Background: an optimization exercise with open tools, aiming at small area and a short achievable clock period. Do not read the settings as production practice.
Where RTL was checked, it was by simulation tests only, not by an equivalence proof against the original.

==> quartz: inputs <==
## fpga_trading_core
module fpga_trading_core (
    input  wire        clk,
    input  wire        rst_n,
    input  wire        market_data_valid,
    input  wire [31:0] market_data_price,
    input  wire [31:0] market_data_size,
    input  wire [1:0]  market_data_type,  
    output reg         send_order,
    output wire [31:0] best_bid_price,
    output wire [31:0] best_bid_size,
    output wire [31:0] best_ask_price,
    output wire [31:0] best_ask_size,
    output wire [15:0] book_imbalance_fixed,
    output wire [7:0]  trade_intensity,
    output wire        ai_prediction
);
==> flow/config.mk <==
export PLATFORM = sky130hd
export DESIGN_NAME = fpga_trading_core
export DESIGN_NICKNAME = fpga_trading_core
export VERILOG_FILES = /design/flow/design.v
export SDC_FILE = /design/flow/constraint.sdc
export NUM_CORES = 4
export LEC_CHECK = 0
export CAP_MARGIN = 20
export CORE_MARGIN = 2
export CORE_UTILIZATION = 55
export SLEW_MARGIN = 20
export SYNTH_HIERARCHICAL = 1
==> flow/constraint.sdc <==
create_clock -name core_clock -period 320.0 [get_ports {clk}]
set_input_delay 64.0000 -clock core_clock [delete_from_list [all_inputs] [get_ports {clk}]]
set_output_delay 64.0000 -clock core_clock [all_outputs]
set_load 0.01 [all_outputs]
standard.sh (not shown) runs the stock make flow with config.mk's settings and CLKGATE_MAP_FILE= SYNTH_SCRIPT=/design/flow/synth_recipe.tcl, a recipe that flattens the netlist after the stock synthesis.
==> flow/flow/run.sh <==
#!/bin/bash
# The standard layout (bash standard.sh), with these settings passed to its make:
#  - the port buffers are buf_1 cells;
#  - clock tree: clkbuf_8 cells, sink clusters of up to 16 flip-flops, no dummy loads.
# The make output goes to standard_flow.log; each tool's log is under orfs/logs/.
set -euo pipefail
MARGIN=254
bash standard.sh \
  "BUFFER_PORTS_ARGS=-buffer_cell sky130_fd_sc_hd__buf_1" \
  SETUP_SLACK_MARGIN=$MARGIN \
  "CTS_ARGS=-sink_clustering_enable -repair_clock_nets -buf_list sky130_fd_sc_hd__clkbuf_8 -sink_clustering_size 16 -sink_clustering_max_diameter 50 -dont_use_dummy_load" \
  finish > standard_flow.log 2>&1
==> inputs of garnet, as changes to quartz <==
--- a/flow/config.mk
+++ b/flow/config.mk
@@ -4,9 +4,9 @@
 export VERILOG_FILES = /design/flow/design.v
 export SDC_FILE = /design/flow/constraint.sdc
 export NUM_CORES = 4
 export LEC_CHECK = 0
 export CAP_MARGIN = 20
 export CORE_MARGIN = 2
-export CORE_UTILIZATION = 55
+export CORE_UTILIZATION = 40
 export SLEW_MARGIN = 20
 export SYNTH_HIERARCHICAL = 1
==> inputs of xenon, as changes to quartz <==
--- a/flow/design.v
+++ b/flow/design.v
@@ -37,20 +37,20 @@
     input  wire [31:0] event_size,
     input  wire [1:0]  event_type,  
     output reg  [10:0] book_imbalance,
     output reg  [7:0]  trade_intensity
 );
     reg [9:0] decay_timer;
-    wire decay = (decay_timer == 10'd999);
+    wire decay = (decay_timer == 10'b1010110010);
     wire trade = event_valid && (event_type == 2'b10);
     always @(posedge clk or negedge rst_n) begin
         if (!rst_n) begin
             decay_timer     <= 10'd0;
             trade_intensity <= 8'd0;
         end else begin
-            decay_timer <= decay ? 10'd0 : decay_timer + 10'd1;
+            decay_timer <= decay ? 10'd0 : {decay_timer[8:0], ~(decay_timer[9] ^ decay_timer[6])};
             if (decay)
                 trade_intensity <= (trade_intensity > 8'd1) ? trade_intensity - 8'd1 : 8'd0;
             else if (trade && trade_intensity != 8'hFF)
                 trade_intensity <= trade_intensity + 8'd1;
         end
     end
--- a/flow/config.mk
+++ b/flow/config.mk
@@ -4,9 +4,9 @@
 export VERILOG_FILES = /design/flow/design.v
 export SDC_FILE = /design/flow/constraint.sdc
 export NUM_CORES = 4
 export LEC_CHECK = 0
 export CAP_MARGIN = 20
 export CORE_MARGIN = 2
-export CORE_UTILIZATION = 55
+export CORE_UTILIZATION = 40
 export SLEW_MARGIN = 20
 export SYNTH_HIERARCHICAL = 1
==> metrics list <==
* Outcome: timing/DRC/antenna clean
- After synthesis, the netlist uses 94 different library cells.
- Endpoint of the worst hold-timing path: feature_engine.bid_s[47]$_DFF_PN0_
- Top routing layer in use: met4
* Ant. Diodes: 3
* Number of optimization iterations in the first detailed-route pass: 8
* Compound-gate portion of the synthesized area: 4.89%
* Worst clock skew: 0.100 ns
* Leading cell types by total area after synthesis: sky130_fd_sc_hd__fa_1 34%, sky130_fd_sc_hd__dfrtp_1 18%, sky130_fd_sc_hd__xnor2_1 11%
# the run above: garnet

==> metrics list <==
* Outcome: timing/DRC/antenna clean
* Post-synthesis to final-layout area growth: 10.7%
* Leading cell types by total area after synthesis: sky130_fd_sc_hd__fa_1 35%, sky130_fd_sc_hd__dfrtp_1 18%, sky130_fd_sc_hd__xnor2_1 11%
* Number of distinct library cell variants in the gate-level netlist after synthesis: 88
* Top routing layer in use: met4
- The clock arrives with 0.103 ns of skew.
- Compound-gate portion of the synthesized area: 4.59%
* Number of optimization iterations in the first detailed-route pass: 5
# the run above: xenon

==> metrics list <==
* Number of optimization iterations in the first detailed-route pass: 5
- Counting distinct cell types in the post-synthesis netlist gives 94.
- Outcome: timing/DRC/antenna clean
- Endpoint of the worst hold-timing path: feature_engine.bid_s[47]$_DFF_PN0_
- The multi-input combinational cells in the finished layout cover a total of 22,800 µm².
- Top routing layer in use: met5
- Floorplan Core Area: 57,600 µm²
- For the final database, setup skew stands at 0.0800 ns.
- Leading cell types by total area after synthesis: sky130_fd_sc_hd__fa_1 34%, sky130_fd_sc_hd__dfrtp_1 18%, sky130_fd_sc_hd__xnor2_1 11%
# the run above: quartz

For xenon, only the layout was checked, not whether the RTL still works.

separate check: timing with driven ports:
The results above use ideal ports. As a check the final layouts listed here were re-extracted and re-timed, cells and wires unchanged.
Step 1 sets driving cells, clkbuf_16 on the clock port and buf_2 on the other inputs (assumed; they add their load-dependent delay and slew).
Step 2 adds t to the input delays and takes it off the output delays; t is the mean of the earliest and latest rising clock arrival at the registers after step 1. Input paths then give back, and output paths get back, about the clock's delay inside the block.
a / b / c = ideal ports / drivers / drivers and shift; a / b = the first two.
| run | t (ns) | slack for setup (ns) | latest minus earliest clock arrival (ns) | slew at the worst register clock pin (ns) |
|---|---|---|---|---|
| quartz | 0.644 | 254.002 / 253.943 / 253.452 | 0.080 / 0.080 | 0.10 / 0.10 |
| garnet | 0.627 | 254.006 / 253.948 / 253.485 | 0.100 / 0.101 | 0.10 / 0.10 |
| xenon | 0.654 | 253.993 / 253.933 / 253.422 | 0.103 / 0.103 | 0.09 / 0.09 |
After both steps setup and hold are still met in every run listed. For xenon, which loses most, drivers alone change the setup slack by -0.060 ns; drivers and shift together by -0.571 ns.
